From an optimization exercise on the open Yosys and OpenROAD flow, aimed at small area, a short achievable clock period and few clock cycles per item; shortcuts taken in it are not production practice. At most, simulation tests tie the RTL to the original design; equivalence was not proved. The RTL of runs 1 to 4 was laid out without a check of its function. Power is estimated from default activity; no workload was simulated.

**flow/design.v**
```verilog
/*verilator lint_off DECLFILENAME*/
module exe_log2_plus_one
(
    input [31:0] in,
    output [5:0] out
);
    wire [7:0] v;
    wire [1:0] p [0:7];
    genvar g;
    generate
        for (g = 0; g < 8; g = g + 1) begin : nib
            wire [3:0] x = in[4*g+3:4*g];
            assign v[g] = |x;
            assign p[g] = x[3] ? 2'd3 : x[2] ? 2'd2 : x[1] ? 2'd1 : 2'd0;
        end
    endgenerate
    wire [2:0] k = v[7] ? 3'd7 : v[6] ? 3'd6 : v[5] ? 3'd5 : v[4] ? 3'd4 :
                   v[3] ? 3'd3 : v[2] ? 3'd2 : v[1] ? 3'd1 : 3'd0;
    assign out = (|v) ? {1'b0, k, p[k]} : 6'b111111;
endmodule
module exe_add_pfx #(parameter W = 32, parameter L = 5)
(
    input  [W-1:0] a,
    input  [W-1:0] b,
    input          ci,
    output [W-1:0] s,
    output         co
);
    wire [W-1:0] g [0:L];
    wire [W-1:0] p [0:L];
    assign g[0] = a & b;
    assign p[0] = a ^ b;
    genvar i, j;
    generate
        for (i = 0; i < L; i = i + 1) begin : lvl
            for (j = 0; j < W; j = j + 1) begin : bt
                if (j & (1 << i)) begin : blk
                    localparam integer K = ((j >> i) << i) - 1;
                    assign g[i+1][j] = g[i][j] | (p[i][j] & g[i][K]);
                    assign p[i+1][j] = p[i][j] & p[i][K];
                end else begin : pass
                    assign g[i+1][j] = g[i][j];
                    assign p[i+1][j] = p[i][j];
                end
            end
        end
    endgenerate
    wire [W:0] c;
    assign c[0] = ci;
    generate
        for (j = 1; j <= W; j = j + 1) begin : cy
            assign c[j] = g[L][j-1] | (p[L][j-1] & ci);
        end
    endgenerate
    assign s  = p[0] ^ c[W-1:0];
    assign co = c[W];
endmodule
module exe_neg_pfx #(parameter W = 32, parameter L = 5)
(
    input  [W-1:0] x,
    output [W-1:0] y
);
    wire [W-1:0] o [0:L];
    assign o[0] = x;
    genvar i, j;
    generate
        for (i = 0; i < L; i = i + 1) begin : lvl
            for (j = 0; j < W; j = j + 1) begin : bt
                if (j & (1 << i)) begin : blk
                    localparam integer K = ((j >> i) << i) - 1;
                    assign o[i+1][j] = o[i][j] | o[i][K];
                end else begin : pass
                    assign o[i+1][j] = o[i][j];
                end
            end
        end
    endgenerate
    assign y = x ^ {o[L][W-2:0], 1'b0};
endmodule
/*verilator lint_off DECLFILENAME*/
module div(
    input [0:0]         clk,
    input [0:0]         rstn,
    input flush_by_writeback,
    input [0:0]         div_en_in,
    input [0:0]         div_op,
    input [0:0]         div_sign,
    input [ 31:0 ]      div_sr0,
    input [ 31:0 ]      div_sr1,
    input [ 4:0 ]       div_addr_in,
    input [31:0]        div_pc_in,
    input [31:0]        div_inst_in,
    output reg [0:0]    div_en_out,
    output reg [0:0]    stall_by_div,
    output [ 31:0 ]     div_result,
    output [ 4:0 ]      div_addr_out,
    output [31:0]       div_pc_out,
    output [31:0]       div_inst_out
);
localparam PREP = 2'd0;
localparam ITER = 2'd1;
localparam NEG  = 2'd2;
reg [1:0]  phase;
reg [31:0] rem;       
reg [32:0] y;         
reg        cin;       
reg [31:0] quo;       
reg [5:0]  pa;        
reg [5:0]  pb;        
reg        bz;        
reg [5:0]  cnt;       
reg        sa_r;      
reg        qn;        
reg        sel;       
reg        neg;       
reg [4:0]  addr;
reg [31:0] pc;
reg [31:0] inst;
wire        sa = div_sign & div_sr0[31];
wire        sb = div_sign & div_sr1[31];
wire [5:0]  pa_w;
wire [5:0]  pb_w;
exe_log2_plus_one log2_1(sa ? {~div_sr0[30:0], 1'b1} : div_sr0, pa_w);
exe_log2_plus_one log2_2(div_sr1 ^ {32{sb}}, pb_w);
wire [6:0]  d;
wire        d_co;
exe_add_pfx #(.W(7), .L(3)) dsub (.a({pa[5], pa}), .b(~{pb[5], pb}), .ci(1'b1), .s(d), .co(d_co));
wire        go  = ~d[6] & ~bz;
wire [65:0] ysh = {y, {33{cin}}} << d[5:0];
wire [32:0] t;
wire        ge;
exe_add_pfx #(.W(33), .L(6)) add (.a({1'b0, rem}), .b(y), .ci(cin), .s(t), .co(ge));
wire [31:0] mag = sel ? rem : quo;
wire [31:0] nmag;
exe_neg_pfx #(.W(32), .L(5)) ng (.x(mag), .y(nmag));
assign div_result   = mag;
assign div_addr_out = addr;
assign div_pc_out   = pc;
assign div_inst_out = inst;
wire start = div_en_in & ~div_en_out;
wire fin   = (phase == NEG) || (phase == ITER && cnt == 0 && !neg) ||
             (phase == PREP && !go);
always @(posedge clk) begin
    if (!rstn || flush_by_writeback) begin
        stall_by_div <= 0;
        div_en_out   <= 0;
    end else if (stall_by_div) begin
        if (fin) begin
            stall_by_div <= 0;
            div_en_out   <= 1;
        end
    end else begin
        stall_by_div <= start;
        div_en_out   <= 0;
    end
end
always @(posedge clk) begin
    if (stall_by_div) begin
        case (phase)
            PREP: begin
                if (sa_r & go) rem <= nmag;
                quo   <= 0;
                y     <= ysh[65:33];
                cnt   <= d[5:0];
                neg   <= go & (sel ? sa_r : qn);
                phase <= ITER;
            end
            ITER: begin
                if (ge) rem <= t[31:0];
                quo <= {quo[30:0], ge};
                y   <= {1'b1, y[32:1]};
                cnt <= cnt - 1;
                if (cnt == 0) phase <= NEG;
            end
            default: begin
                rem <= nmag;
                quo <= {quo[30:0], ge};
                y   <= {1'b1, y[32:1]};
                sel <= 1;
            end
        endcase
    end else begin
        phase <= PREP;
        rem   <= div_sr0;
        quo   <= div_sr0;
        y     <= {1'b1, div_sr1 ^ {32{~sb}}};
        cin   <= ~sb;
        pa    <= pa_w;
        pb    <= pb_w;
        bz    <= div_sr1 == 0;
        sa_r  <= sa;
        qn    <= sa ^ sb;
        sel   <= div_op;
        addr  <= div_addr_in;
        pc    <= div_pc_in;
        inst  <= div_inst_in;
    end
end
endmodule
```
**flow/run.sh**
```bash
#!/bin/bash
# synth_recipe.tcl (not shown) runs the flow's synth.tcl, then flattens the netlist and writes it again
# the make line also repeats each setting of config.mk as NAME=value (left out here)
make -C /OpenROAD-flow-scripts/flow DESIGN_CONFIG=/design/flow/config.mk WORK_HOME=/design/flow/orfs CLKGATE_MAP_FILE= SYNTH_SCRIPT=/design/flow/synth_recipe.tcl finish
```
**flow/config.mk**
```make
export PLATFORM = sky130hd
export DESIGN_NAME = div
export DESIGN_NICKNAME = div
export VERILOG_FILES = /design/flow/design.v
export SDC_FILE = /design/flow/constraint.sdc
export NUM_CORES = 4
export LEC_CHECK = 0
export CAP_MARGIN = 20
export CORE_MARGIN = 2
export CORE_UTILIZATION = 40
export CTS_BUF_LIST = sky130_fd_sc_hd__clkbuf_4 sky130_fd_sc_hd__clkbuf_8
export PLACE_DENSITY = 0.6
export SETUP_SLACK_MARGIN = 2
export SLEW_MARGIN = 20
```
**flow/constraint.sdc**
```tcl
create_clock -name core_clock -period 6.0 [get_ports {clk}]
set_input_delay 1.2000 -clock core_clock [delete_from_list [all_inputs] [get_ports {clk}]]
set_output_delay 1.2000 -clock core_clock [all_outputs]
set_load 0.01 [all_outputs]
```
==> results of run 1 <==
-- state kept, by name, summed over array words and instances (netlist names) --
register      count
y                33
inst             32
pc               32
quo              32
rem              32
cnt               6
pa                6
pb                6
addr              5
phase             2
bz                1
cin               1
div_en_out        1
neg               1
qn                1
sa_r              1
sel               1
stall_by_div      1
-- power breakdown --
part | total [W] | internal, W | switching [W]
Sequential | 0.00168 | 0.00156 | 0.000126
Combinational | 0.00193 | 0.000814 | 0.00112
Clock | 0.000888 | 0.000346 | 0.000542
-- cells by family after synthesis --
| logic type | Yosys count |
|---|---|
| fa+ha+maj | 47 |
| buf+inv | 128 |
| xor+xnor | 84 |
| compound gates | 391 |
| flops | 194 |
| simple gates | 486 |
| mux | 121 |
-- path summary, 6_finish.rpt --
path,depth (start not counted),startpoint,slack (ps),endpoint
setup / recovery,11,div_sr0[31],2150,pa[0]
hold / removal,1,quo[29],460,quo[30]
setup reg to reg,11,rem[3],2180,rem[12]
hold reg to reg,1,quo[29],460,quo[30]
-- cell usage in the layout, fill, tap and decap left out, drive strengths merged, types with 10 or more instances in the layout --
| master | n |
|---|---|
| nor2 | 96 |
| xor2 | 25 |
| a31oi | 16 |
| nand2b | 10 |
| nand3 | 53 |
| o211ai | 34 |
| buf | 31 |
| ha | 46 |
| a211oi | 11 |
| mux2 | 34 |
| xnor2 | 59 |
| o21a | 16 |
| inv | 52 |
| or3 | 13 |
| dfxtp | 68 |
| a221oi | 11 |
| nor4 | 10 |
| a21o | 17 |
| a21oi | 68 |
| o21ai | 104 |
| clkbuf | 18 |
| or2 | 12 |
| nor2b | 21 |
| mux2i | 83 |
| nor3 | 37 |
| o22ai | 12 |
| nand4 | 12 |
| edfxtp | 126 |
| nand2 | 189 |
| o221ai | 10 |
| clkdlybuf4s50 | 241 |
-- stage by stage --
step	hold WS [ps]	instances
after floorplan	419	1451
after global placement	431	2074
after detailed placement	441	2074
after CTS	460	2107
after global routing	490	2115
final	463	2115
-- area by class of cell --
cell class                 instances  area [µm²]
sequential                       194        5150
timing repair buffer             272        2650
clock buffer                      18         241
inverter                          46         181
tap                              442         553
clock inverter                    14         145
fill                            3109       15900
multi-input combinational       1129        7680
-- metal layers --
layer / part of all wire (%) / vias to the layer above / track usage (%)
met1: 44 / 5907 / 35.9
met4: 3.4 / 2 / 10.9
met3: 7.9 / 89 / 4.97
li1: - / 5822 / -
met2: 45 / 583 / 41.1
met5: 0.028 / - / 0
-- timing repair --
| item | in CTS | in global routing |
|---|---|---|
| gates resized for setup | 3 | 10 |
| setup buffers | 1 | 8 |
| hold buffers | 0 | 0 |
| gates cloned | 0 | 0 |
| endpoints found under the setup margin | 50 | 33 |
| pin swaps | 0 | 1 |
==> flow_metrics.env, run 1 <==
export IMPL_status="no timing/DRC/antenna violations"
export IMPL_numCtsBuffers=17
export IMPL_wl_per_cell_um=21.8
export IMPL_synthSimpleGateAreaFrac_pct=17.4
export IMPL_ant_nets=0
export IMPL_synthesis_area_um2=13200
export IMPL_synth_area_leaders="edfxtp_1, dfxtp_1, mux2i_1"
export IMPL_final_nets=1846
export IMPL_yosys_cell_types_count=81
export IMPL_synth_cells=1451
export IMPL_syn_mean_instance_area_um2=9.10
export IMPL_path_buf_inv=4
export IMPL_grt_pass1_vias=11700
export IMPL_required_ps=6280
export IMPL_clock_sinks=194
export IMPL_period_share_pct=64.1
export IMPL_hold_class="register to register"
export IMPL_io_buffers=241
export IMPL_synth_most_common_cell="nand2_1"
export IMPL_drive_above_1_share_pct=8.79
export IMPL_cp_arrival_ps=4120
export IMPL_synth_top_family_by_area="compound AO/OA/AOI/OAI gates"
export IMPL_critPathMaxStageDelay_ps=540
export IMPL_end_kind="register"
export IMPL_synth_edf_count=126
export IMPL_initial_utilization_pct=40.6
export IMPL_final_area_um2=16600
export IMPL_p_per_area_nw_per_um2=271
export IMPL_async_reset_ff_share_pct=0
export IMPL_die_area_um2=34500
export IMPL_yosysWarnings=5
export IMPL_synth_xor_area_share_pct=5.63
export IMPL_slowest_stage="clkdlybuf4s50_1"
export IMPL_max_vdd_ir_drop_mv=0.183
export IMPL_ys_seq_area_share_pct=39.0
export IMPL_crit_path_max_fanout=20
export IMPL_tritoncts="done"
export IMPL_worst_setup_path_type="input pin to register"
export IMPL_vias=12400
export IMPL_dp_hpwl_um=34100
export IMPL_rows=66
export IMPL_finalMaxSlewViolations=0
export IMPL_route_detailed_drc=0
export IMPL_clk_latency_ps=520
export IMPL_vias_per_cell=5.86
export IMPL_setup_viol=0
export IMPL_placed_cell_area_um2=16100
export IMPL_wl_um=46000
export IMPL_start_kind="input pin"
export IMPL_rsz0062_at_grt="true"
export IMPL_ys_top_cells_by_count="nand2_1, edfxtp_1, o21ai_0"
export IMPL_drv_cap=0
export IMPL_worst_slack_ps=2150
export IMPL_utilization_pct=51.0
export IMPL_grt_antenna_before_repair=1
export IMPL_synthAdderAreaFrac_pct=4.51
export IMPL_first_pass_iters=5
export IMPL_fp_coreArea_um2=32500
export IMPL_p_leak_nw=6.32
export IMPL_ys_ff_latch=194
export IMPL_cts_max_level=4
export IMPL_routabilityCongestion=0.942
export IMPL_path_clk_slew_ps=110
export IMPL_cp_top_family="buffers and inverters"
export IMPL_fmax_mhz=260
export IMPL_syn_to_final_growth_pct=25.6
export IMPL_grt_overflow=0
export IMPL_grt_max_degree=80
export IMPL_detailedPlace_worstSlack_ps=1140
export IMPL_tightest_slew_ps=1050
export IMPL_synth_top_cell_by_area="edfxtp_1"
export IMPL_io_pins=242
export IMPL_muxShareOfSynthArea_pct=9.90
export IMPL_power_w=0.00450
export IMPL_diodes=0
export IMPL_hold_viol=0
export IMPL_yosys_most_used_dff="edfxtp_1"
export IMPL_grt_pass1_wl_um=68800
export IMPL_fin_crit_ps=3850
export IMPL_grt_usage_pct=26.4
export IMPL_yosysTopAreaCellShare_pct=28.6
export IMPL_cts_root_buf="clkbuf_8"
export IMPL_fin_skew_ps=17.9
export IMPL_path_cells="clkdlybuf4s50_1 > nand2_1 > buf_4 > clkinvlp_4 > buf_4 > or3_1 > o32ai_2 > a21boi_4 > o311ai_0 > a221oi_1 > nand2_1"
export IMPL_clock_path_buffers=2
export IMPL_relSlewSlack_pct=30.1
export IMPL_dieHeight_um=186
export IMPL_synth_compound_area_share_pct=19.8
export IMPL_tns_ps=0
export IMPL_detail_route_iter0_violations=1148
export IMPL_fp_dieW_um=186
export IMPL_synth_nets=1637
==> inputs of run 2 (changes only) <==
==> flow/config.mk (replaced) <==
export PLATFORM = sky130hd
export DESIGN_NAME = div
export DESIGN_NICKNAME = div
export VERILOG_FILES = /design/flow/design.v
export SDC_FILE = /design/flow/constraint.sdc
export NUM_CORES = 4
export LEC_CHECK = 0
export CAP_MARGIN = 20
export CORE_MARGIN = 2
export CORE_UTILIZATION = 65
export PLACE_DENSITY = 0.75
export SETUP_SLACK_MARGIN = 2
export SLEW_MARGIN = 20
==> flow_metrics.env, run 2 <==
export IMPL_tritoncts="done"
export IMPL_path_clk_slew_ps=80
export IMPL_largest_reg_flops=33
export IMPL_fmax_mhz=255
export IMPL_diodes=0
export IMPL_cts_root_buf="clkbuf_16"
export IMPL_cp_arrival_ps=4110
export IMPL_status="no timing/DRC/antenna violations"
export IMPL_power_w=0.00488
export IMPL_clk_latency_ps=470
export IMPL_die_area_um2=21500
export IMPL_p_leak_nw=6.45
export IMPL_grt_usage_pct=42.9
export IMPL_clock_path_buffers=2
export IMPL_wl_per_cell_um=24.5
export IMPL_cp_top_family="simple AND/OR/NAND/NOR gates"
export IMPL_worst_setup_path_type="register to register"
export IMPL_numPlacedInstances=1901
export IMPL_instances_no_fill=1944
export IMPL_synth_edf_count=126
export IMPL_grt_max_degree=73
export IMPL_route_detailed_drc=0
export IMPL_grt_overflow=0
export IMPL_rows=52
export IMPL_finalMaxSlewViolations=0
export IMPL_synth_area_leaders="edfxtp_1, dfxtp_1, mux2i_1"
export IMPL_clock_sinks=194
export IMPL_synth_most_common_cell="nand2_1"
export IMPL_drv_cap=0
export IMPL_dp_hpwl_um=33600
export IMPL_period_share_pct=65.4
export IMPL_critPathMaxStageDelay_ps=610
export IMPL_ys_seq_area_share_pct=39.0
export IMPL_ant_nets=0
export IMPL_io_buffers=241
export IMPL_detail_route_iter0_violations=2181
export IMPL_drive_above_1_share_pct=8.60
export IMPL_vias_per_cell=6.97
export IMPL_fp_dieW_um=147
export IMPL_fin_crit_ps=3920
export IMPL_final_common_cell="clkdlybuf4s50_1"
export IMPL_grt_antenna_before_repair=1
export IMPL_final_nets=1847
export IMPL_rsz0062_at_grt="false"
export IMPL_r2r_slack_ps=2080
export IMPL_yosysTopAreaCellShare_pct=28.6
export IMPL_dieHeight_um=147
export IMPL_relSlewSlack_pct=22.4
export IMPL_synth_top_cell_by_area="edfxtp_1"
export IMPL_hold_class="register to register"
export IMPL_ys_ff_latch=194
export IMPL_final_cell_mix="clkdlybuf4s50_1, nand2_1, edfxtp_1"
export IMPL_fin_skew_ps=17.9
export IMPL_synth_nets=1637
export IMPL_numCtsBuffers=17
export IMPL_wl_um=47700
export IMPL_crit_path_max_fanout=41
export IMPL_max_vdd_ir_drop_mv=0.253
export IMPL_syn_to_final_growth_pct=25.7
export IMPL_regMostFlops="y"
export IMPL_tightest_slew_ps=1160
export IMPL_syn_mean_instance_area_um2=9.10
export IMPL_p_per_area_nw_per_um2=294
export IMPL_routabilityCongestion=0.993
export IMPL_fp_coreArea_um2=20100
export IMPL_yosys_cell_types_count=81
export IMPL_hold_buffers=0
export IMPL_ys_top_cells_by_count="nand2_1, edfxtp_1, o21ai_0"
export IMPL_end_kind="register"
export IMPL_io_pins=242
export IMPL_async_reset_ff_share_pct=0
export IMPL_hold_ws_ps=452
export IMPL_path_cells="buf_6 > mux2i_1 > ha_1 > o221ai_2 > or4_4 > nor4_4 > and2_1 > nand2_1 > xnor2_1 > a21oi_1 > o21ai_0"
export IMPL_grt_pass1_wl_um=71500
export IMPL_synth_cells=1451
export IMPL_vias=13500
export IMPL_path_buf_inv=1
export IMPL_synthesis_area_um2=13200
export IMPL_cts_max_level=4
export IMPL_tns_ps=0
export IMPL_final_area_um2=16600
export IMPL_grt_pass1_vias=12600
export IMPL_setup_viol=0
export IMPL_required_ps=6190
export IMPL_start_kind="register"
export IMPL_initial_utilization_pct=65.7
export IMPL_placed_cell_area_um2=15900
export IMPL_first_pass_iters=7
export IMPL_hold_viol=0
export IMPL_yosys_most_used_dff="edfxtp_1"
export IMPL_slowest_stage="nor4_4"
export IMPL_yosysWarnings=5
==> run 2: cell counts after synthesis <==
Identical to the previous run, type by type.
==> run 2: routing by layer <==
metal	vias up	global-route usage, %	wire length, µm
met5	-	0	0
met4	0	21.8	2640
met3	258	9.75	6140
met2	1220	69.4	21800
met1	6233	54.4	17200
li1	5835	-	-
==> run 2: worst min-delay path, stage by stage (launching register included) <==
cell	delay, ps
dfxtp_1	310
nand2_1	60
nand2_1	50
==> run 2: repair_timing <==
action	4_1_cts	5_1_grt
gates resized for setup	3	12
gates cloned	0	1
pin swaps	0	2
setup buffers	0	10
endpoints found under the setup margin	3	35
==> run 2: worst paths after layout <==
kind | startpoint | to | cells after the start
setup / recovery | sel | rem[24] | 11
hold / removal | quo[18] | quo[19] | 2
setup reg to reg | sel | rem[24] | 11
hold reg to reg | quo[18] | quo[19] | 2
==> run 2: cell families after synthesis <==
family	count (synthesis)	synth area share, %
multiplexers	121	9.90
buffers and inverters	128	3.76
adder cells (fa/ha/maj)	47	4.51
AO/OA/AOI/OAI	391	19.8
XOR/XNOR	84	5.63
flip-flops	194	39.0
AND/OR/NAND/NOR	486	17.4
==> run 2: area by class of cell <==
cell class,count,area (µm²)
clock buffer,17,425
timing repair buffer,272,2680
fill,1150,3500
clock inverter,15,175
multi-input combinational,1130,7650
tap,270,338
sequential,194,5150
inverter,46,183
==> run 2: report_power, final <==
group          leakage (nW)  total (W)  switching, W  internal, W
sequential             1.86    0.00169      0.000133      0.00156
combinational          4.29    0.00201       0.00119     0.000824
clock                 0.296    0.00118      0.000612     0.000569
==> run 2: through the flow <==
step           worst slack, ps  util, %
3_3_place_gp              1110     78.8
2_1_floorplan             2140        -
5_1_grt                   1990     82.6
4_1_cts                   2020     82.0
6_report                  2080     82.6
3_5_place_dp              1020     78.9
==> inputs of run 3 (changes only) <==
--- a/flow/design.v
+++ b/flow/design.v
@@ -97,10 +97,7 @@
     output [31:0]       div_pc_out,
     output [31:0]       div_inst_out
 );
-localparam PREP = 2'd0;
-localparam ITER = 2'd1;
-localparam NEG  = 2'd2;
-reg [1:0]  phase;
+reg        iter;      
 reg [31:0] rem;       
 reg [32:0] y;         
 reg        cin;       
@@ -120,11 +117,9 @@
 wire        sb = div_sign & div_sr1[31];
 wire [5:0]  pa_w;
 wire [5:0]  pb_w;
-exe_log2_plus_one log2_1(sa ? {~div_sr0[30:0], 1'b1} : div_sr0, pa_w);
+exe_log2_plus_one log2_1(div_sr0 ^ {32{sa}}, pa_w);
 exe_log2_plus_one log2_2(div_sr1 ^ {32{sb}}, pb_w);
-wire [6:0]  d;
-wire        d_co;
-exe_add_pfx #(.W(7), .L(3)) dsub (.a({pa[5], pa}), .b(~{pb[5], pb}), .ci(1'b1), .s(d), .co(d_co));
+wire [6:0]  d   = {pa[5], pa} - {pb[5], pb} + {6'd0, sa_r};
 wire        go  = ~d[6] & ~bz;
 wire [65:0] ysh = {y, {33{cin}}} << d[5:0];
 wire [32:0] t;
@@ -133,13 +128,12 @@
 wire [31:0] mag = sel ? rem : quo;
 wire [31:0] nmag;
 exe_neg_pfx #(.W(32), .L(5)) ng (.x(mag), .y(nmag));
-assign div_result   = mag;
+assign div_result   = neg ? nmag : mag;
 assign div_addr_out = addr;
 assign div_pc_out   = pc;
 assign div_inst_out = inst;
 wire start = div_en_in & ~div_en_out;
-wire fin   = (phase == NEG) || (phase == ITER && cnt == 0 && !neg) ||
-             (phase == PREP && !go);
+wire fin   = iter ? cnt == 0 : !go;
 always @(posedge clk) begin
     if (!rstn || flush_by_writeback) begin
         stall_by_div <= 0;
@@ -156,31 +150,22 @@
 end
 always @(posedge clk) begin
     if (stall_by_div) begin
-        case (phase)
-            PREP: begin
-                if (sa_r & go) rem <= nmag;
-                quo   <= 0;
-                y     <= ysh[65:33];
-                cnt   <= d[5:0];
-                neg   <= go & (sel ? sa_r : qn);
-                phase <= ITER;
-            end
-            ITER: begin
-                if (ge) rem <= t[31:0];
-                quo <= {quo[30:0], ge};
-                y   <= {1'b1, y[32:1]};
-                cnt <= cnt - 1;
-                if (cnt == 0) phase <= NEG;
-            end
-            default: begin
-                rem <= nmag;
-                quo <= {quo[30:0], ge};
-                y   <= {1'b1, y[32:1]};
-                sel <= 1;
-            end
-        endcase
+        if (!iter) begin
+            if (sa_r & go) rem <= nmag;
+            quo  <= 0;
+            y    <= ysh[65:33];
+            cnt  <= d[5:0];
+            neg  <= go & (sel ? sa_r : qn);
+            iter <= 1;
+        end else begin
+            if (ge) rem <= t[31:0];
+            quo <= {quo[30:0], ge};
+            y   <= {1'b1, y[32:1]};
+            cnt <= cnt - 1;
+        end
     end else begin
-        phase <= PREP;
+        iter  <= 0;
+        neg   <= 0;
         rem   <= div_sr0;
         quo   <= div_sr0;
         y     <= {1'b1, div_sr1 ^ {32{~sb}}};
--- a/flow/config.mk
+++ b/flow/config.mk
@@ -7,7 +7,7 @@
 export LEC_CHECK = 0
 export CAP_MARGIN = 20
 export CORE_MARGIN = 2
-export CORE_UTILIZATION = 65
-export PLACE_DENSITY = 0.75
+export CORE_UTILIZATION = 40
+export PLACE_DENSITY = 0.6
 export SETUP_SLACK_MARGIN = 2
 export SLEW_MARGIN = 20
==> flow_metrics.env, run 3 <==
export IMPL_status="no timing/DRC/antenna violations"
export IMPL_cts_root_buf="clkbuf_16"
export IMPL_layout_area_seq_um2=5120
export IMPL_ys_seq_area_share_pct=36.2
export IMPL_fp_coreArea_um2=34700
export IMPL_path_clk_slew_ps=80
export IMPL_min_to="quo[31]"
export IMPL_hold_class="register to register"
export IMPL_synth_cells=1515
export IMPL_initial_utilization_pct=40.7
export IMPL_r2r_slack_ps=1870
export IMPL_yosys_cell_types_count=97
export IMPL_synth_edf_count=125
export IMPL_min_delay_start="quo[30]"
export IMPL_crit_path_max_fanout=11
export IMPL_tns_ps=0
export IMPL_wl_um=50100
export IMPL_cp_arrival_ps=3050
export IMPL_fp_dieW_um=192
export IMPL_io_buffers=241
export IMPL_setup_viol=0
export IMPL_ys_ff_latch=193
export IMPL_multi_input_area_um2=8830
export IMPL_syn_to_final_growth_pct=28.9
export IMPL_worst_setup_path_type="register to output port"
export IMPL_grt_antenna_before_repair=0
export IMPL_relSlewSlack_pct=32.1
export IMPL_finalMaxSlewViolations=0
export IMPL_p_per_area_nw_per_um2=294
export IMPL_path_buf_inv=4
export IMPL_utilization_pct=52.5
export IMPL_worst_path_stages=10
export IMPL_synth_area_leaders="edfxtp_1, dfxtp_1, mux2i_1"
export IMPL_final_nets=1951
export IMPL_syn_mean_instance_area_um2=9.33
export IMPL_hold_buffers=0
export IMPL_period_share_pct=70.9
export IMPL_rows=68
export IMPL_rr_endpoint="rem[21]"
export IMPL_fill_cells=3170
export IMPL_required_ps=4800
export IMPL_ant_nets=0
export IMPL_clk_latency_ps=460
export IMPL_grt_pass1_wl_um=74300
export IMPL_yosysTopAreaCellShare_pct=26.5
export IMPL_wl_per_cell_um=22.5
export IMPL_grt_usage_pct=26.6
export IMPL_yosys_most_used_dff="edfxtp_1"
export IMPL_fmax_mhz=235
export IMPL_vias_per_cell=5.92
export IMPL_dp_hpwl_um=37100
export IMPL_fin_skew_ps=15.1
export IMPL_first_pass_iters=6
export IMPL_final_common_cell="clkdlybuf4s50_1"
export IMPL_detail_route_iter0_violations=1207
export IMPL_routabilityCongestion=0.921
export IMPL_regMostFlops="y"
export IMPL_synth_top_cell_by_area="edfxtp_1"
export IMPL_io_pins=242
export IMPL_drv_cap=0
export IMPL_route_detailed_drc=0
export IMPL_tightest_slew_ps=1020
export IMPL_vias=13200
export IMPL_synth_nets=1707
export IMPL_synth_most_common_cell="nand2_1"
export IMPL_tritoncts="done"
export IMPL_p_leak_nw=6.95
export IMPL_hold_depth=2
export IMPL_grt_pass1_vias=12800
export IMPL_numCtsBuffers=17
export IMPL_hold_viol=0
export IMPL_end_kind="output port"
export IMPL_largest_reg_flops=33
export IMPL_final_cell_mix="clkdlybuf4s50_1, nand2_1, edfxtp_1"
export IMPL_rsz0062_at_grt="true"
export IMPL_slowest_stage="edfxtp_1"
export IMPL_crit_top_cell="buf_6"
export IMPL_cp_top_family="simple AND/OR/NAND/NOR gates"
export IMPL_async_reset_ff_share_pct=0
export IMPL_grt_max_degree=58
export IMPL_die_area_um2=36900
export IMPL_ys_top_cells_by_count="nand2_1, edfxtp_1, nor2_1"
export IMPL_fin_crit_ps=4250
export IMPL_clock_sinks=193
export IMPL_drive_above_1_share_pct=15.0
export IMPL_grt_overflow=0
export IMPL_cts_max_level=4
export IMPL_synthesis_area_um2=14100
export IMPL_start_kind="register"
export IMPL_r2r_start="sel"
export IMPL_path_cells="buf_6 > buf_12 > o32a_1 > nor4_4 > nand4b_4 > buf_6 > nor3_4 > nand2b_4 > xor2_2 > buf_2"
export IMPL_clock_path_buffers=2
export IMPL_ff2ff_path_depth=24
export IMPL_yosysWarnings=4
export IMPL_max_vdd_ir_drop_mv=0.234
export IMPL_dieHeight_um=192
export IMPL_critPathMaxStageDelay_ps=480
run 3: layout make-up:
| cell class | instances | share of cell area (%) |
|---|---|---|
| multi-input cells | 1184 | 48.5 |
| flip-flops and latches | 193 | 28.1 |
| repair buffers | 322 | 16.5 |
| well taps | 455 | 3.12 |
| clock buffers | 24 | 2.60 |
| inverters | 41 | 0.893 |
| clock inverters | 8 | 0.371 |
| diodes | 1 | 0.0137 |
run 3: repair_timing:
item	4_1_cts	5_1_grt
buffers inserted	45	8
setup endpoints to repair	50	56
pin swaps	22	11
gates resized for setup	153	30
run 3: kinds of logic (layout without fill, tap and decap cells):
group                      count (synthesis)  count (layout)  synth area share, %
buffers and inverters                    138             395                 4.19
muxes                                    117             117                 10.8
and+or+nand+nor                          502             502                 17.8
AOI/OAI and AO/OA                        396             396                 19.0
other                                      0               1                    0
xor gates and xnor gates                 116             116                 7.29
DFF                                      193             193                 36.2
adders and majority gates                 53              53                 4.80
run 3: worst reg2reg max path, cell delays in order, from the launching register on:
cell,delay (ps)
edfxtp_1,480
buf_6,200
buf_4,160
nor3_4,240
o221ai_4,190
buf_6,170
nor3_4,230
buf_6,150
nand2_8,60
nor2_4,140
nand2_2,90
buf_6,140
buf_4,130
buf_4,120
buf_4,120
buf_4,120
buf_4,130
buf_4,120
buf_4,120
buf_4,120
buf_4,120
buf_4,120
buf_4,130
xor2_2,120
o221ai_1,130
run 3: per-stage QoR:
step	hold slack [ps]	setup slack, ps	power [W]	cell area, µm²	instances
floorplan	422	2010	0.00338	14200	1515
global placement	434	1290	0.00414	17000	2142
detailed placement	437	1250	0.00416	17000	2142
CTS	448	1800	0.00532	18100	2219
global route	469	1640	0.00562	18200	2227
finish	453	1750	0.00536	18200	2228
run 3: worst max-delay path by stage:
stage	to	slack, ps	startpoint
after detailed placement	div_result[31]	1250	sel
final	div_result[29]	1750	sel
after CTS	div_result[29]	1800	sel
after floorplan	div_result[26]	2010	sel
after global routing	div_result[29]	1640	sel
after global placement	div_result[31]	1290	sel
run 3: routing by layer:
metal	global-route usage, %	wire length, µm	vias up
li1	-	-	6145
met1	34.2	20400	6366
met2	44.6	24400	571
met3	4.97	3600	97
met4	9.60	1710	0
met5	0	0	-
run 3: power breakdown:
| part | internal [W] | leakage, nW | switching, W |
|---|---|---|---|
| Clock | 0.000566 | 0.264 | 0.000553 |
| Combinational | 0.00108 | 4.83 | 0.00143 |
| Sequential | 0.00156 | 1.85 | 0.000173 |
==> inputs of run 4 (changes only) <==
--- a/flow/design.v
+++ b/flow/design.v
@@ -97,10 +97,14 @@
     output [31:0]       div_pc_out,
     output [31:0]       div_inst_out
 );
-reg        iter;      
-reg [31:0] rem;       
-reg [32:0] y;         
-reg        cin;       
+localparam PREP = 2'd0;
+localparam ITER = 2'd1;
+localparam FIX  = 2'd2;
+localparam NEG  = 2'd3;
+reg [1:0]  phase;
+reg [33:0] rem;       
+reg [33:0] y;         
+reg        cin;
 reg [31:0] quo;       
 reg [5:0]  pa;        
 reg [5:0]  pb;        
@@ -117,23 +121,30 @@
 wire        sb = div_sign & div_sr1[31];
 wire [5:0]  pa_w;
 wire [5:0]  pb_w;
-exe_log2_plus_one log2_1(div_sr0 ^ {32{sa}}, pa_w);
+exe_log2_plus_one log2_1(sa ? {~div_sr0[30:0], 1'b1} : div_sr0, pa_w);
 exe_log2_plus_one log2_2(div_sr1 ^ {32{sb}}, pb_w);
-wire [6:0]  d   = {pa[5], pa} - {pb[5], pb} + {6'd0, sa_r};
+wire [6:0]  d;
+wire        d_co;
+exe_add_pfx #(.W(7), .L(3)) dsub (.a({pa[5], pa}), .b(~{pb[5], pb}), .ci(1'b1), .s(d), .co(d_co));
 wire        go  = ~d[6] & ~bz;
-wire [65:0] ysh = {y, {33{cin}}} << d[5:0];
-wire [32:0] t;
-wire        ge;
-exe_add_pfx #(.W(33), .L(6)) add (.a({1'b0, rem}), .b(y), .ci(cin), .s(t), .co(ge));
-wire [31:0] mag = sel ? rem : quo;
+wire [67:0] ysh = {y, {34{cin}}} << d[5:0];
+wire        rs = rem[33];
+wire [33:0] t;
+wire        t_co;
+exe_add_pfx #(.W(34), .L(6)) add (.a(rem), .b(y ^ {34{rs}}), .ci(cin ^ rs), .s(t), .co(t_co));
+wire [31:0] mag = sel ? rem[31:0] : quo;
 wire [31:0] nmag;
 exe_neg_pfx #(.W(32), .L(5)) ng (.x(mag), .y(nmag));
-assign div_result   = neg ? nmag : mag;
+assign div_result   = mag;
 assign div_addr_out = addr;
 assign div_pc_out   = pc;
 assign div_inst_out = inst;
 wire start = div_en_in & ~div_en_out;
-wire fin   = iter ? cnt == 0 : !go;
+wire last  = cnt == 0;
+wire fix   = sel & t[33];     
+wire fin   = (phase == NEG) || (phase == FIX && !neg) ||
+             (phase == ITER && last && !fix && !neg) ||
+             (phase == PREP && !go);
 always @(posedge clk) begin
     if (!rstn || flush_by_writeback) begin
         stall_by_div <= 0;
@@ -150,25 +161,36 @@
 end
 always @(posedge clk) begin
     if (stall_by_div) begin
-        if (!iter) begin
-            if (sa_r & go) rem <= nmag;
-            quo  <= 0;
-            y    <= ysh[65:33];
-            cnt  <= d[5:0];
-            neg  <= go & (sel ? sa_r : qn);
-            iter <= 1;
-        end else begin
-            if (ge) rem <= t[31:0];
-            quo <= {quo[30:0], ge};
-            y   <= {1'b1, y[32:1]};
-            cnt <= cnt - 1;
-        end
+        case (phase)
+            PREP: begin
+                if (sa_r & go) rem <= {2'b00, nmag};
+                quo   <= 0;
+                y     <= ysh[67:34];
+                cnt   <= d[5:0];
+                neg   <= go & (sel ? sa_r : qn);
+                phase <= ITER;
+            end
+            ITER: begin
+                rem <= t;
+                quo <= {quo[30:0], ~t[33]};
+                if (!last) y <= {1'b1, y[33:1]};
+                cnt <= cnt - 1;
+                if (last) phase <= fix ? FIX : NEG;
+            end
+            FIX: begin
+                rem   <= t;
+                phase <= NEG;
+            end
+            default: begin
+                rem <= {2'b00, nmag};
+                sel <= 1;
+            end
+        endcase
     end else begin
-        iter  <= 0;
-        neg   <= 0;
-        rem   <= div_sr0;
+        phase <= PREP;
+        rem   <= {2'b00, div_sr0};
         quo   <= div_sr0;
-        y     <= {1'b1, div_sr1 ^ {32{~sb}}};
+        y     <= {2'b11, div_sr1 ^ {32{~sb}}};
         cin   <= ~sb;
         pa    <= pa_w;
         pb    <= pb_w;
==> flow_metrics.env, run 4 <==
export IMPL_slowest_stage="edfxtp_1"
export IMPL_power_w=0.00570
export IMPL_grt_overflow=0
export IMPL_async_reset_ff_share_pct=0
export IMPL_setup_viol=0
export IMPL_die_area_um2=38300
export IMPL_r2r_start="pa[1]"
export IMPL_grt_antenna_before_repair=0
export IMPL_worst_slack_ps=2180
export IMPL_drive_above_1_share_pct=8.57
export IMPL_fin_crit_ps=3820
export IMPL_vias_per_cell=6.09
export IMPL_syn_to_final_growth_pct=24.1
export IMPL_ys_seq_area_share_pct=39.7
export IMPL_period_share_pct=63.6
export IMPL_hold_viol=0
export IMPL_synth_most_common_cell="edfxtp_1"
export IMPL_tightest_slew_ps=945
export IMPL_fp_dieW_um=196
export IMPL_syn_mean_instance_area_um2=9.73
export IMPL_synth_top_cell_by_area="edfxtp_1"
export IMPL_fill_cells=3436
export IMPL_grt_pass1_wl_um=80100
export IMPL_ys_ff_latch=197
export IMPL_max_vdd_ir_drop_mv=0.220
export IMPL_rsz0062_at_grt="false"
export IMPL_critPathMaxStageDelay_ps=570
export IMPL_cp_top_family="buffers and inverters"
export IMPL_p_leak_nw=6.90
export IMPL_ant_nets=0
export IMPL_route_detailed_drc=0
export IMPL_grt_pass1_vias=13100
export IMPL_synthesis_area_um2=14700
export IMPL_min_to="rem[32]"
export IMPL_busiest_layer="met2"
export IMPL_yosys_most_used_dff="edfxtp_1"
export IMPL_diodes=0
export IMPL_synth_nets=1702
export IMPL_min_delay_start="rem[32]"
export IMPL_ff2ff_path_depth=8
export IMPL_fmax_mhz=262
export IMPL_p_per_area_nw_per_um2=312
export IMPL_io_buffers=241
export IMPL_utilization_pct=50.1
export IMPL_grt_usage_pct=27.6
export IMPL_path_cells="buf_6 > mux2i_2 > inv_1 > clkdlybuf4s50_1"
export IMPL_drv_cap=0
export IMPL_clk_latency_ps=460
export IMPL_vias=13400
export IMPL_relSlewSlack_pct=36.9
export IMPL_dp_hpwl_um=39800
export IMPL_final_cell_mix="clkdlybuf4s50_1, edfxtp_1, nand2_1"
export IMPL_initial_utilization_pct=40.4
export IMPL_yosysTopAreaCellShare_pct=38.6
export IMPL_yosys_cell_types_count=93
export IMPL_ys_top_cells_by_count="edfxtp_1, nand2_1, nor2_1"
export IMPL_routabilityCongestion=0.930
export IMPL_grt_max_degree=72
export IMPL_reg_largest_list="rem (34), y (34)"
export IMPL_clock_path_buffers=2
export IMPL_rr_endpoint="rem[2]"
export IMPL_hold_class="register to register"
export IMPL_cp_arrival_ps=2620
export IMPL_synth_edf_count=189
export IMPL_yosysWarnings=5
export IMPL_tritoncts="done"
export IMPL_detail_route_iter0_violations=1336
export IMPL_end_kind="output port"
export IMPL_tns_ps=0
export IMPL_worst_setup_path_type="register to output port"
export IMPL_synth_area_leaders="edfxtp_1, mux2i_1, ha_1"
export IMPL_finalMaxSlewViolations=0
export IMPL_fin_skew_ps=10.5
export IMPL_numCtsBuffers=17
export IMPL_synth_cells=1512
export IMPL_detailedPlace_worstSlack_ps=1150
export IMPL_cts_root_buf="clkbuf_16"
export IMPL_crit_path_max_fanout=49
export IMPL_wl_per_cell_um=24.3
export IMPL_fp_coreArea_um2=36400
export IMPL_rows=70
export IMPL_wl_um=53400
export IMPL_status="no timing/DRC/antenna violations"
export IMPL_required_ps=4800
export IMPL_final_common_cell="clkdlybuf4s50_1"
export IMPL_use_met2_pct=44.4
export IMPL_use_met1_pct=36.8
export IMPL_path_buf_inv=3
export IMPL_path_clk_slew_ps=80
export IMPL_gr_usage_met3_pct=6.84
export IMPL_first_pass_iters=9
export IMPL_placed_cell_area_um2=17500
export IMPL_clock_sinks=197
export IMPL_final_nets=1903
export IMPL_final_area_um2=18300
export IMPL_r2r_slack_ps=2250
export IMPL_cts_max_level=4
export IMPL_start_kind="register"
export IMPL_hold_depth=2
export IMPL_dieHeight_um=196
export IMPL_io_pins=242
## run 4: routing by layer
metal | part of all wire [%] | wire length, µm
met1 | 42 | 22500
met2 | 46 | 24600
met3 | 9.2 | 4910
met4 | 2.6 | 1370
met5 | 0 | 0
## run 4: layout make-up
cell class,instances,area (µm²),share of cell area [%]
multi-input combinational,1185,8360,45.8
sequential,197,5840,32.0
timing repair buffer,267,2630,14.4
tap,468,586,3.21
clock buffer,17,425,2.33
clock inverter,15,230,1.26
inverter,45,174,0.953
## run 4: cell families after synthesis
kind of cell / after synthesis / synth area share (%)
AO/OA/AOI/OAI: 404 / 18.2
flip-flops: 197 / 39.7
buffers and inverters: 132 / 3.94
adder cells (fa/ha/maj): 51 / 4.39
AND/OR/NAND/NOR: 463 / 15.3
multiplexers: 145 / 11.3
XOR/XNOR: 120 / 7.15
## run 4: where the power goes
part	total, W	switching (W)	internal, W
Sequential	0.00188	0.000177	0.00171
Clock	0.00126	0.000643	0.000617
Combinational	0.00255	0.00148	0.00107
## run 4: worst min-delay path: stages (launching register included)
cell and delay [ps]:
dfxtp_1 320, nand3_1 70, o31ai_1 60
## run 4: how the worst max path moves through the flow
stage	slack, ps	start	end	cells after the start
detailed placement	1150	div_sr0[31]	pa[0]	10
CTS	1860	div_sr0[31]	pa[0]	10
floorplan	2020	stall_by_div	cnt[0]	3
global route	2020	div_sign[0]	pa[1]	11
finish	2180	sel	div_result[14]	4
global placement	1190	div_sr0[31]	pa[0]	10
## run 4: repair_timing
| item | CTS | global route |
|---|---|---|
| resized for setup | 3 | 5 |
| endpoints found under the setup margin | 5 | 9 |
| pin swaps | 0 | 2 |
| hold buffers | 0 | 0 |
| setup buffers | 0 | 1 |
| gates cloned | 0 | 2 |
## run 4: metrics by stage
| step | instances | hold WS, ps |
|---|---|---|
| 3_5_place_dp | 2159 | 479 |
| 4_1_cts | 2191 | 492 |
| 2_1_floorplan | 1512 | 459 |
| 3_3_place_gp | 2159 | 470 |
| 6_report | 2194 | 492 |
| 5_1_grt | 2194 | 515 |
==> inputs of run 5 (changes only) <==
--- a/flow/design.v
+++ b/flow/design.v
@@ -99,17 +99,16 @@
 );
 localparam PREP = 2'd0;
 localparam ITER = 2'd1;
-localparam FIX  = 2'd2;
-localparam NEG  = 2'd3;
+localparam NEG  = 2'd2;
 reg [1:0]  phase;
-reg [33:0] rem;       
-reg [33:0] y;         
-reg        cin;
+reg [31:0] rem;       
+reg [34:0] y;         
+reg        cin;       
 reg [31:0] quo;       
 reg [5:0]  pa;        
 reg [5:0]  pb;        
 reg        bz;        
-reg [5:0]  cnt;       
+reg [4:0]  cnt;       
 reg        sa_r;      
 reg        qn;        
 reg        sel;       
@@ -127,12 +126,21 @@
 wire        d_co;
 exe_add_pfx #(.W(7), .L(3)) dsub (.a({pa[5], pa}), .b(~{pb[5], pb}), .ci(1'b1), .s(d), .co(d_co));
 wire        go  = ~d[6] & ~bz;
-wire [67:0] ysh = {y, {34{cin}}} << d[5:0];
-wire        rs = rem[33];
-wire [33:0] t;
-wire        t_co;
-exe_add_pfx #(.W(34), .L(6)) add (.a(rem), .b(y ^ {34{rs}}), .ci(cin ^ rs), .s(t), .co(t_co));
-wire [31:0] mag = sel ? rem[31:0] : quo;
+wire [69:0] ysh = {y, {35{cin}}} << {d[5:1], 1'b0};
+wire [34:0] y2 = {y[33:0], cin};
+wire [31:0] t1, t2, t3;
+wire [2:0]  h1, h2;
+wire [3:0]  h3;
+wire        c1, c2, c3;
+exe_add_pfx #(.W(35), .L(6)) add1 (.a({3'b000, rem}), .b(y),  .ci(cin), .s({h1, t1}), .co(c1));
+exe_add_pfx #(.W(35), .L(6)) add2 (.a({3'b000, rem}), .b(y2), .ci(cin), .s({h2, t2}), .co(c2));
+wire [34:0] cs_s = {3'b000, rem} ^ y ^ y2;
+wire [34:0] cs_c = ({3'b000, rem} & y) | ({3'b000, rem} & y2) | (y & y2);
+exe_add_pfx #(.W(36), .L(6)) add3 (.a({1'b0, cs_s}), .b({cs_c, cin}), .ci(cin), .s({h3, t3}), .co(c3));
+wire        ge1 = c1;
+wire        ge2 = c2;
+wire        ge3 = c3;
+wire [31:0] mag = sel ? rem : quo;
 wire [31:0] nmag;
 exe_neg_pfx #(.W(32), .L(5)) ng (.x(mag), .y(nmag));
 assign div_result   = mag;
@@ -140,10 +148,7 @@
 assign div_pc_out   = pc;
 assign div_inst_out = inst;
 wire start = div_en_in & ~div_en_out;
-wire last  = cnt == 0;
-wire fix   = sel & t[33];     
-wire fin   = (phase == NEG) || (phase == FIX && !neg) ||
-             (phase == ITER && last && !fix && !neg) ||
+wire fin   = (phase == NEG) || (phase == ITER && cnt == 0 && !neg) ||
              (phase == PREP && !go);
 always @(posedge clk) begin
     if (!rstn || flush_by_writeback) begin
@@ -163,34 +168,32 @@
     if (stall_by_div) begin
         case (phase)
             PREP: begin
-                if (sa_r & go) rem <= {2'b00, nmag};
+                if (sa_r & go) rem <= nmag;
                 quo   <= 0;
-                y     <= ysh[67:34];
-                cnt   <= d[5:0];
+                y     <= ysh[69:35];
+                cnt   <= d[5:1];
                 neg   <= go & (sel ? sa_r : qn);
                 phase <= ITER;
             end
             ITER: begin
-                rem <= t;
-                quo <= {quo[30:0], ~t[33]};
-                if (!last) y <= {1'b1, y[33:1]};
+                if (ge1) rem <= ge2 ? (ge3 ? t3 : t2) : t1;
+                quo <= {quo[29:0], ge2, ge3 | (ge1 & ~ge2)};
+                y   <= {2'b11, y[34:2]};
                 cnt <= cnt - 1;
-                if (last) phase <= fix ? FIX : NEG;
-            end
-            FIX: begin
-                rem   <= t;
-                phase <= NEG;
+                if (cnt == 0) phase <= NEG;
             end
             default: begin
-                rem <= {2'b00, nmag};
+                rem <= nmag;
+                quo <= {quo[29:0], ge2, ge3 | (ge1 & ~ge2)};
+                y   <= {2'b11, y[34:2]};
                 sel <= 1;
             end
         endcase
     end else begin
         phase <= PREP;
-        rem   <= {2'b00, div_sr0};
+        rem   <= div_sr0;
         quo   <= div_sr0;
-        y     <= {2'b11, div_sr1 ^ {32{~sb}}};
+        y     <= {3'b111, div_sr1 ^ {32{~sb}}};
         cin   <= ~sb;
         pa    <= pa_w;
         pb    <= pb_w;
--- a/flow/config.mk
+++ b/flow/config.mk
@@ -9,5 +9,5 @@
 export CORE_MARGIN = 2
 export CORE_UTILIZATION = 40
 export PLACE_DENSITY = 0.6
-export SETUP_SLACK_MARGIN = 2
+export SETUP_SLACK_MARGIN = 2.5
 export SLEW_MARGIN = 20
==> flow_metrics.env, run 5 <==
export IMPL_grt_max_degree=74
export IMPL_syn_mean_instance_area_um2=8.76
export IMPL_p_leak_nw=8.86
export IMPL_relSlewSlack_pct=29.8
export IMPL_synth_top_cell_by_area="edfxtp_1"
export IMPL_io_pins=242
export IMPL_final_nets=2486
export IMPL_cts_max_level=4
export IMPL_regMostFlops="y"
export IMPL_grt_overflow=0
export IMPL_worst_slack_ps=2090
export IMPL_clock_sinks=195
export IMPL_dieHeight_um=208
export IMPL_async_reset_ff_share_pct=0
export IMPL_dp_hpwl_um=48000
export IMPL_die_area_um2=43200
export IMPL_fp_coreArea_um2=40900
export IMPL_yosys_most_used_dff="edfxtp_1"
export IMPL_drive_above_1_share_pct=15.9
export IMPL_largest_reg_flops=35
export IMPL_grt_pass1_wl_um=96900
export IMPL_first_pass_iters=6
export IMPL_fmax_mhz=256
export IMPL_start_kind="register"
export IMPL_synth_edf_count=125
export IMPL_route_detailed_drc=0
export IMPL_grt_usage_pct=29.3
export IMPL_clk_latency_ps=510
export IMPL_fin_skew_ps=18.1
export IMPL_rows=74
export IMPL_numCtsBuffers=17
export IMPL_hold_class="register to register"
export IMPL_synthesis_area_um2=16600
export IMPL_syn_to_final_growth_pct=32.7
export IMPL_wl_per_cell_um=23.8
export IMPL_hold_viol=0
export IMPL_cp_arrival_ps=4160
export IMPL_routabilityCongestion=0.976
export IMPL_ant_nets=0
export IMPL_synth_nets=2187
export IMPL_io_buffers=241
export IMPL_grt_pass1_vias=16000
export IMPL_synth_most_common_cell="nand2_1"
export IMPL_wl_um=65300
export IMPL_vias_per_cell=6.05
export IMPL_crit_path_max_fanout=7
export IMPL_tritoncts="done"
export IMPL_initial_utilization_pct=40.6
export IMPL_synth_area_leaders="edfxtp_1, ha_1, dfxtp_1"
export IMPL_tns_ps=0
export IMPL_cts_root_buf="clkbuf_16"
export IMPL_utilization_pct=53.9
export IMPL_end_kind="register"
export IMPL_power_w=0.00750
export IMPL_grt_antenna_before_repair=0
export IMPL_drv_cap=0
export IMPL_path_clk_slew_ps=90
export IMPL_max_vdd_ir_drop_mv=0.234
export IMPL_fill_cells=3772
export IMPL_finalMaxSlewViolations=0
export IMPL_yosysTopAreaCellShare_pct=22.6
export IMPL_clock_path_buffers=2
export IMPL_required_ps=6250
export IMPL_hold_buffers=0
export IMPL_final_common_cell="clkdlybuf4s50_1"
export IMPL_yosys_cell_types_count=82
export IMPL_ys_seq_area_share_pct=31.0
export IMPL_final_cell_mix="clkdlybuf4s50_1, nand2_1, a21oi_1"
export IMPL_setup_viol=0
export IMPL_synth_cells=1898
export IMPL_yosysWarnings=6
export IMPL_fin_crit_ps=3910
export IMPL_fp_dieW_um=208
export IMPL_detailedPlace_worstSlack_ps=1010
export IMPL_worst_setup_path_type="register to register"
export IMPL_detail_route_iter0_violations=1570
export IMPL_rsz0062_at_grt="true"
export IMPL_hold_ws_ps=455
export IMPL_tightest_slew_ps=1050
export IMPL_ys_top_cells_by_count="nand2_1, nor2_1, a21oi_1"
export IMPL_vias=16600
export IMPL_status="no timing/DRC/antenna violations"
export IMPL_period_share_pct=65.1
export IMPL_p_per_area_nw_per_um2=340
export IMPL_ys_ff_latch=195
-- run 5: cell count changes in the layout (fill, tap and decap cells not counted), moves of 39 or more --
| cell | change |
|---|---|
| dfxtp_1 | +43 |
| mux2i_1 | -41 |
| nand2_1 | +60 |
| buf_4 | +71 |
| ha_1 | +55 |
| edfxtp_1 | -64 |
| a21oi_1 | +39 |
-- run 5: final cells by class --
cell class	instances	area, µm²	share of cell area (%)
inverters	88	340	1.54
well taps	532	666	3.02
flip-flops and latches	195	5220	23.6
multi-input cells	1534	11700	53.1
clock inverters	15	165	0.749
repair buffers	359	3510	15.9
clock buffers	17	425	1.93
diodes	1	2.50	0.0113
repair inverters	2	12.5	0.0567
-- run 5: logic make-up after synthesis --
group | Yosys count | share of synthesized area, %
simple gates | 581 | 16.6
compound gates | 578 | 22.8
flops | 195 | 31.0
buf+inv | 171 | 4.09
fa+ha+maj | 150 | 12.8
xor+xnor | 141 | 7.43
mux | 82 | 5.35
-- run 5: routing by layer --
layer  vias to the layer above  share of wire, %  GRT usage [%]
li1                       7634                 -              -
met1                      8028                43           39.3
met2                       783                45           45.4
met3                       155               7.3           5.66
met4                         0               4.2           14.0
met5                         -                 0              0
-- run 5: per-stage QoR --
step	instances	instance area, µm²
6_report	2743	22100
5_1_grt	2742	22100
4_1_cts	2699	21200
3_5_place_dp	2618	19800
3_3_place_gp	2618	19800
2_1_floorplan	1898	16800
-- run 5: repair_timing --
item	in CTS	in global routing
pin swaps	22	41
buffers inserted	47	38
setup endpoints to repair	126	105
resized for setup	118	105
cloned	2	5
-- run 5: report_power, final --
part / switching, W / internal [W]
sequential: 0.000209 / 0.00158
combinational: 0.00253 / 0.00198
clock: 0.000650 / 0.000556
-- run 5: path summary, 6_finish.rpt --
kind | startpoint | end | slack (ps) | cells past startpoint
worst min-delay path | quo[0] | quo[2] | 460 | 2
worst min register to register | quo[0] | quo[2] | 460 | 2
worst max register to register | rem[2] | rem[16] | 2090 | 12
worst max-delay path | rem[2] | rem[16] | 2090 | 12
-- run 5: critical path, cell delays in order (launching register included) --
cell	delay, ps
edfxtp_1	490
fa_1	520
ha_4	320
a41o_1	220
a21oi_4	50
nand3b_1	290
a21oi_4	320
o2111ai_4	160
a21oi_2	200
o31a_4	270
mux2i_4	280
nor3_1	60
or4_1	460
Testbench counts of run 5, summed over its fixed seeds: cycles 87,333, items 12,000.
==> inputs of run 6 (changes only) <==
--- a/flow/config.mk
+++ b/flow/config.mk
@@ -9,5 +9,5 @@
 export CORE_MARGIN = 2
 export CORE_UTILIZATION = 40
 export PLACE_DENSITY = 0.6
-export SETUP_SLACK_MARGIN = 2.5
+export SETUP_SLACK_MARGIN = 2
 export SLEW_MARGIN = 20
==> flow_metrics.env, run 6 <==
export IMPL_detail_route_iter0_violations=1489
export IMPL_synth_area_leaders="edfxtp_1, ha_1, dfxtp_1"
export IMPL_diodes=0
export IMPL_finalMaxSlewViolations=0
export IMPL_period_share_pct=65.9
export IMPL_grt_overflow=0
export IMPL_grt_max_degree=68
export IMPL_wl_um=62400
export IMPL_use_met1_pct=36.9
export IMPL_rows=74
export IMPL_drv_cap=0
export IMPL_worst_path_stages=13
export IMPL_worst_setup_path_type="register to register"
export IMPL_yosysTopAreaCellShare_pct=22.6
export IMPL_power_w=0.00706
export IMPL_die_area_um2=43200
export IMPL_seq_power_share_pct=25.1
export IMPL_p_per_area_nw_per_um2=336
export IMPL_synth_cells=1898
export IMPL_p_leak_nw=8.43
export IMPL_route_detailed_drc=0
export IMPL_dp_hpwl_um=46900
export IMPL_fmax_mhz=253
export IMPL_fin_skew_ps=16.7
export IMPL_first_pass_iters=7
export IMPL_yosys_cell_types_count=82
export IMPL_fp_dieW_um=208
export IMPL_critPathMaxStageDelay_ps=590
export IMPL_relSlewSlack_pct=40.9
export IMPL_busiest_layer="met2"
export IMPL_path_buf_inv=1
export IMPL_hold_depth=2
export IMPL_start_kind="register"
export IMPL_syn_mean_instance_area_um2=8.76
export IMPL_wl_per_cell_um=23.2
export IMPL_clock_path_buffers=2
export IMPL_vias=16200
export IMPL_clk_latency_ps=510
export IMPL_io_buffers=241
export IMPL_ys_top_cells_by_count="nand2_1, nor2_1, a21oi_1"
export IMPL_power_switching_w=0.00317
export IMPL_crit_path_max_fanout=5
export IMPL_clock_sinks=195
export IMPL_ys_ff_latch=195
export IMPL_placed_cell_area_um2=19600
export IMPL_final_nets=2436
export IMPL_final_cell_mix="clkdlybuf4s50_1, nand2_1, a21oi_1"
export IMPL_tritoncts="done"
export IMPL_status="no timing/DRC/antenna violations"
export IMPL_synthesis_area_um2=16600
export IMPL_cp_top_family="compound AO/OA/AOI/OAI gates"
export IMPL_required_ps=6260
export IMPL_numCtsBuffers=17
export IMPL_yosysWarnings=6
export IMPL_fin_crit_ps=3960
export IMPL_grt_pass1_wl_um=93100
export IMPL_cts_max_level=4
export IMPL_gr_usage_met3_pct=4.42
export IMPL_vias_per_cell=6.00
export IMPL_ys_seq_area_share_pct=31.0
export IMPL_path_clk_slew_ps=90
export IMPL_cp_arrival_ps=4220
export IMPL_startpoint="y[11]"
export IMPL_p_sw_share_pct=44.9
export IMPL_setup_viol=0
export IMPL_cts_root_buf="clkbuf_16"
export IMPL_routabilityCongestion=0.954
export IMPL_grt_antenna_before_repair=0
export IMPL_rsz0062_at_grt="true"
export IMPL_path_cells="buf_6 > fa_1 > ha_4 > a21oi_2 > o21ai_2 > a221o_1 > or2_1 > o2111ai_2 > a21oi_2 > o31a_4 > mux2i_2 > nor3_1 > or4_1"
export IMPL_dieHeight_um=208
export IMPL_hold_class="register to register"
export IMPL_synth_most_common_cell="nand2_1"
export IMPL_io_pins=242
export IMPL_yosys_most_used_dff="edfxtp_1"
export IMPL_syn_to_final_growth_pct=26.3
export IMPL_min_delay_start="quo[13]"
export IMPL_slowest_stage="fa_1"
export IMPL_largest_reg_flops=35
export IMPL_regMostFlops="y"
export IMPL_grt_usage_pct=28.2
export IMPL_final_area_um2=21000
export IMPL_initial_utilization_pct=40.6
export IMPL_ff2ff_path_depth=13
export IMPL_ant_nets=0
export IMPL_tightest_slew_ps=887
export IMPL_tns_ps=0
export IMPL_hold_buffers=0
export IMPL_synth_edf_count=125
export IMPL_fp_coreArea_um2=40900
export IMPL_synth_nets=2187
export IMPL_crit_top_cell="a21oi_2"
export IMPL_drive_above_1_share_pct=10.4
export IMPL_final_common_cell="clkdlybuf4s50_1"
export IMPL_end_kind="register"
export IMPL_synth_top_cell_by_area="edfxtp_1"
export IMPL_max_vdd_ir_drop_mv=0.210
export IMPL_use_met2_pct=45.7
export IMPL_pwr_share_comb_pct=57.9
export IMPL_intPower_w=0.00389
export IMPL_hold_viol=0
export IMPL_async_reset_ff_share_pct=0
export IMPL_r2r_start="y[11]"
export IMPL_grt_pass1_vias=15700
export IMPL_p_clk_share_pct=17.0
==> run 6: final timing paths <==
path                   to  slack, ps
hold / removal    quo[15]        460
setup reg to reg  rem[16]       2040
hold reg to reg   quo[15]        460
setup / recovery  rem[16]       2040
==> run 6: area by class of cell <==
| cell class | count | area, µm² |
|---|---|---|
| Clock buffer | 19 | 433 |
| Clock inverter | 13 | 154 |
| Fill cell | 3903 | 19900 |
| Inverter | 88 | 339 |
| Multi-Input combinational cell | 1534 | 11200 |
| Sequential cell | 195 | 5200 |
| Tap cell | 532 | 666 |
| Timing Repair Buffer | 310 | 3030 |
| Timing Repair inverter | 1 | 5.00 |
==> run 6: logic make-up after synthesis <==
kind of cell / after synthesis / share of synthesized area (%)
adders and majority gates: 150 / 12.8
buffers and inverters: 171 / 4.09
and+or+nand+nor: 581 / 16.6
DFF: 195 / 31.0
muxes: 82 / 5.35
AOI/OAI and AO/OA: 578 / 22.8
xor gates and xnor gates: 141 / 7.43
==> run 6: metrics by stage <==
step	hold WS (ps)	util, %	std cells	worst slack [ps]
2_1_floorplan	422	-	1898	2020
6_report	459	51.3	2692	2040
3_3_place_gp	448	48.0	2618	1030
4_1_cts	459	50.0	2662	2000
5_1_grt	465	51.3	2692	1910
3_5_place_dp	449	48.0	2618	964
==> run 6: power groups by stage <==
stage	clock, W	combinational (W)	sequential [W]
global placement	0	0.00357	0.00180
finish	0.00120	0.00408	0.00178
CTS	0.00123	0.00371	0.00177
global route	0.00127	0.00443	0.00179
detailed placement	0	0.00359	0.00180
floorplan	0	0.00256	0.00173
==> run 6: worst register-to-register path, stage by stage (launching register included) <==
cell and delay [ps]:
dfxtp_4 370, buf_6 130, fa_1 590, ha_4 230, a21oi_2 130, o21ai_2 90
a221o_1 420, or2_1 280, o2111ai_2 220, a21oi_2 120, o31a_4 400, mux2i_2 220
nor3_1 60, or4_1 460
==> run 6: repair_timing <==
item                       CTS  global route
pin swaps                    5            15
setup endpoints to repair   91            72
setup buffers               10            27
cloned                       2             3
gates resized for setup     47            64
==> run 6: layer usage <==
layer,share of wire [%],routed length [µm],vias up
li1,-,-,7519
met1,42,26200,7813
met2,47,29300,708
met3,7.2,4500,115
met4,3.9,2410,0
met5,0,0,-
==> inputs of run 7 (changes only) <==
--- a/flow/config.mk
+++ b/flow/config.mk
@@ -8,6 +8,7 @@
 export CAP_MARGIN = 20
 export CORE_MARGIN = 2
 export CORE_UTILIZATION = 40
+export CTS_BUF_LIST = sky130_fd_sc_hd__clkbuf_4 sky130_fd_sc_hd__clkbuf_8 sky130_fd_sc_hd__clkbuf_16
 export PLACE_DENSITY = 0.6
 export SETUP_SLACK_MARGIN = 2
 export SLEW_MARGIN = 20
==> flow_metrics.env, run 7 <==
export IMPL_status="no timing/DRC/antenna violations"
export IMPL_clock_sinks=195
export IMPL_tritoncts="done"
export IMPL_crit_path_max_fanout=5
export IMPL_io_buffers=241
export IMPL_finalMaxSlewViolations=0
export IMPL_hold_viol=0
export IMPL_route_detailed_drc=0
export IMPL_max_vdd_ir_drop_mv=0.210
export IMPL_yosys_most_used_dff="edfxtp_1"
export IMPL_drive_above_1_share_pct=10.5
export IMPL_cts_max_level=4
export IMPL_start_kind="register"
export IMPL_grt_usage_pct=28.2
export IMPL_dieHeight_um=208
export IMPL_slowest_stage="fa_1"
export IMPL_synth_nets=2187
export IMPL_path_buf_inv=1
export IMPL_ys_top_cells_by_count="nand2_1, nor2_1, a21oi_1"
export IMPL_grt_max_degree=68
export IMPL_final_cell_mix="clkdlybuf4s50_1, nand2_1, a21oi_1"
export IMPL_tns_ps=0
export IMPL_hold_class="register to register"
export IMPL_clk_latency_ps=510
export IMPL_fmax_mhz=253
export IMPL_wl_um=62400
export IMPL_syn_mean_instance_area_um2=8.76
export IMPL_fin_skew_ps=17.1
export IMPL_tightest_slew_ps=868
export IMPL_detail_route_iter0_violations=1513
export IMPL_numCtsBuffers=17
export IMPL_ys_seq_area_share_pct=31.0
export IMPL_worst_setup_path_type="register to register"
export IMPL_end_kind="register"
export IMPL_path_cells="buf_6 > fa_1 > ha_4 > a21oi_2 > o21ai_2 > a221o_1 > or2_1 > o2111ai_2 > a21oi_2 > o31a_4 > mux2i_2 > nor3_1 > or4_1"
export IMPL_rsz0062_at_grt="true"
export IMPL_first_pass_iters=5
export IMPL_clock_path_buffers=2
export IMPL_yosysTopAreaCellShare_pct=22.6
export IMPL_grt_pass1_wl_um=93100
export IMPL_crit_top_cell="a21oi_2"
export IMPL_synth_top_cell_by_area="edfxtp_1"
export IMPL_cp_top_family="compound AO/OA/AOI/OAI gates"
export IMPL_yosysWarnings=6
export IMPL_async_reset_ff_share_pct=0
export IMPL_drv_cap=0
export IMPL_vias=16100
export IMPL_relSlewSlack_pct=41.4
export IMPL_dp_hpwl_um=46900
export IMPL_die_area_um2=43200
export IMPL_synthesis_area_um2=16600
export IMPL_cp_arrival_ps=4220
export IMPL_grt_pass1_vias=15700
export IMPL_wl_per_cell_um=23.2
export IMPL_final_nets=2436
export IMPL_synth_cells=1898
export IMPL_ant_nets=0
export IMPL_setup_viol=0
export IMPL_synth_most_common_cell="nand2_1"
export IMPL_ys_ff_latch=195
export IMPL_io_pins=242
export IMPL_diodes=0
export IMPL_yosys_cell_types_count=82
export IMPL_initial_utilization_pct=40.6
export IMPL_synth_area_leaders="edfxtp_1, ha_1, dfxtp_1"
export IMPL_regMostFlops="y"
export IMPL_critPathMaxStageDelay_ps=590
export IMPL_rows=74
export IMPL_path_clk_slew_ps=90
export IMPL_fp_dieW_um=208
export IMPL_fill_cells=3902
export IMPL_required_ps=6260
export IMPL_final_common_cell="clkdlybuf4s50_1"
export IMPL_cts_root_buf="clkbuf_16"
export IMPL_utilization_pct=51.3
export IMPL_routabilityCongestion=0.954
export IMPL_grt_antenna_before_repair=0
export IMPL_grt_overflow=0
export IMPL_fin_crit_ps=3960
export IMPL_syn_to_final_growth_pct=26.3
export IMPL_hold_buffers=0
export IMPL_period_share_pct=66.0
export IMPL_p_leak_nw=8.44
export IMPL_largest_reg_flops=35
export IMPL_fp_coreArea_um2=40900
export IMPL_synth_edf_count=125
export IMPL_p_per_area_nw_per_um2=337
export IMPL_vias_per_cell=5.98
[run 7: cell count changes in the layout (fill, tap and decap cells not counted)]
cell / change
clkbuf_1: -2
clkbuf_4: +2
[run 7: worst reg2reg max path, cell delays in order, from the launching register on]
cell       delay [ps]
dfxtp_4           370
buf_6             130
fa_1              590
ha_4              230
a21oi_2           130
o21ai_2            90
a221o_1           410
or2_1             280
o2111ai_2         220
a21oi_2           120
o31a_4            400
mux2i_2           220
nor3_1             60
or4_1             460
[run 7: report_power, final]
group,leakage (nW),internal (W),total (W),switching [W]
registers,1.87,0.00158,0.00178,0.000200
clock network,0.293,0.000570,0.00121,0.000643
logic,6.27,0.00176,0.00409,0.00233
[run 7: cells by family (layout without fill, tap and decap cells)]
| family | after synthesis | count (layout) | share of synthesized area, % |
|---|---|---|---|
| compound gates | 578 | 580 | 22.8 |
| xor+xnor | 141 | 141 | 7.43 |
| fa+ha+maj | 150 | 150 | 12.8 |
| buf+inv | 171 | 431 | 4.09 |
| flops | 195 | 195 | 31.0 |
| mux | 82 | 82 | 5.35 |
| simple gates | 581 | 581 | 16.6 |
[run 7: cell type report]
type                       count  area [µm²]  share of cell area [%]
timing repair buffer         310        3030                    14.4
inverter                      88         339                    1.61
timing repair inverter         1        5.00                  0.0238
clock inverter                13         154                   0.733
multi-input combinational   1534       11200                    53.2
tap                          532         666                    3.17
clock buffer                  19         440                    2.10
sequential                   195        5200                    24.8
[run 7: metal layers]
| layer | track usage, % | up-vias | wire length (µm) |
|---|---|---|---|
| li1 | - | 7514 | - |
| met3 | 4.42 | 114 | 4130 |
| met1 | 36.9 | 7839 | 26700 |
| met2 | 45.7 | 641 | 29200 |
| met5 | 0 | - | 0 |
| met4 | 12.9 | 0 | 2370 |
[run 7: path summary, 6_finish.rpt]
kind	from	to	slack (ps)	depth (start not counted)
setup reg to reg	y[11]	rem[16]	2040	13
setup / recovery	y[11]	rem[16]	2040	13
hold / removal	quo[13]	quo[15]	460	2
hold reg to reg	quo[13]	quo[15]	460	2
[run 7: stage by stage]
step           total power [W]  cell area (µm²)  hold slack, ps  cells  setup WS, ps
2_1_floorplan          0.00429            16600             422   1898          2020
3_3_place_gp           0.00537            19600             448   2618          1030
3_5_place_dp           0.00539            19600             449   2618           964
4_1_cts                0.00672            20500             459   2662          2000
5_1_grt                0.00749            21000             465   2692          1910
6_report               0.00708            21000             459   2692          2040
[run 7: what timing repair did]
action	CTS	global route
pin swaps	5	15
setup endpoints to repair	91	72
buffers inserted	10	27
gates cloned	2	3
resized for setup	47	64
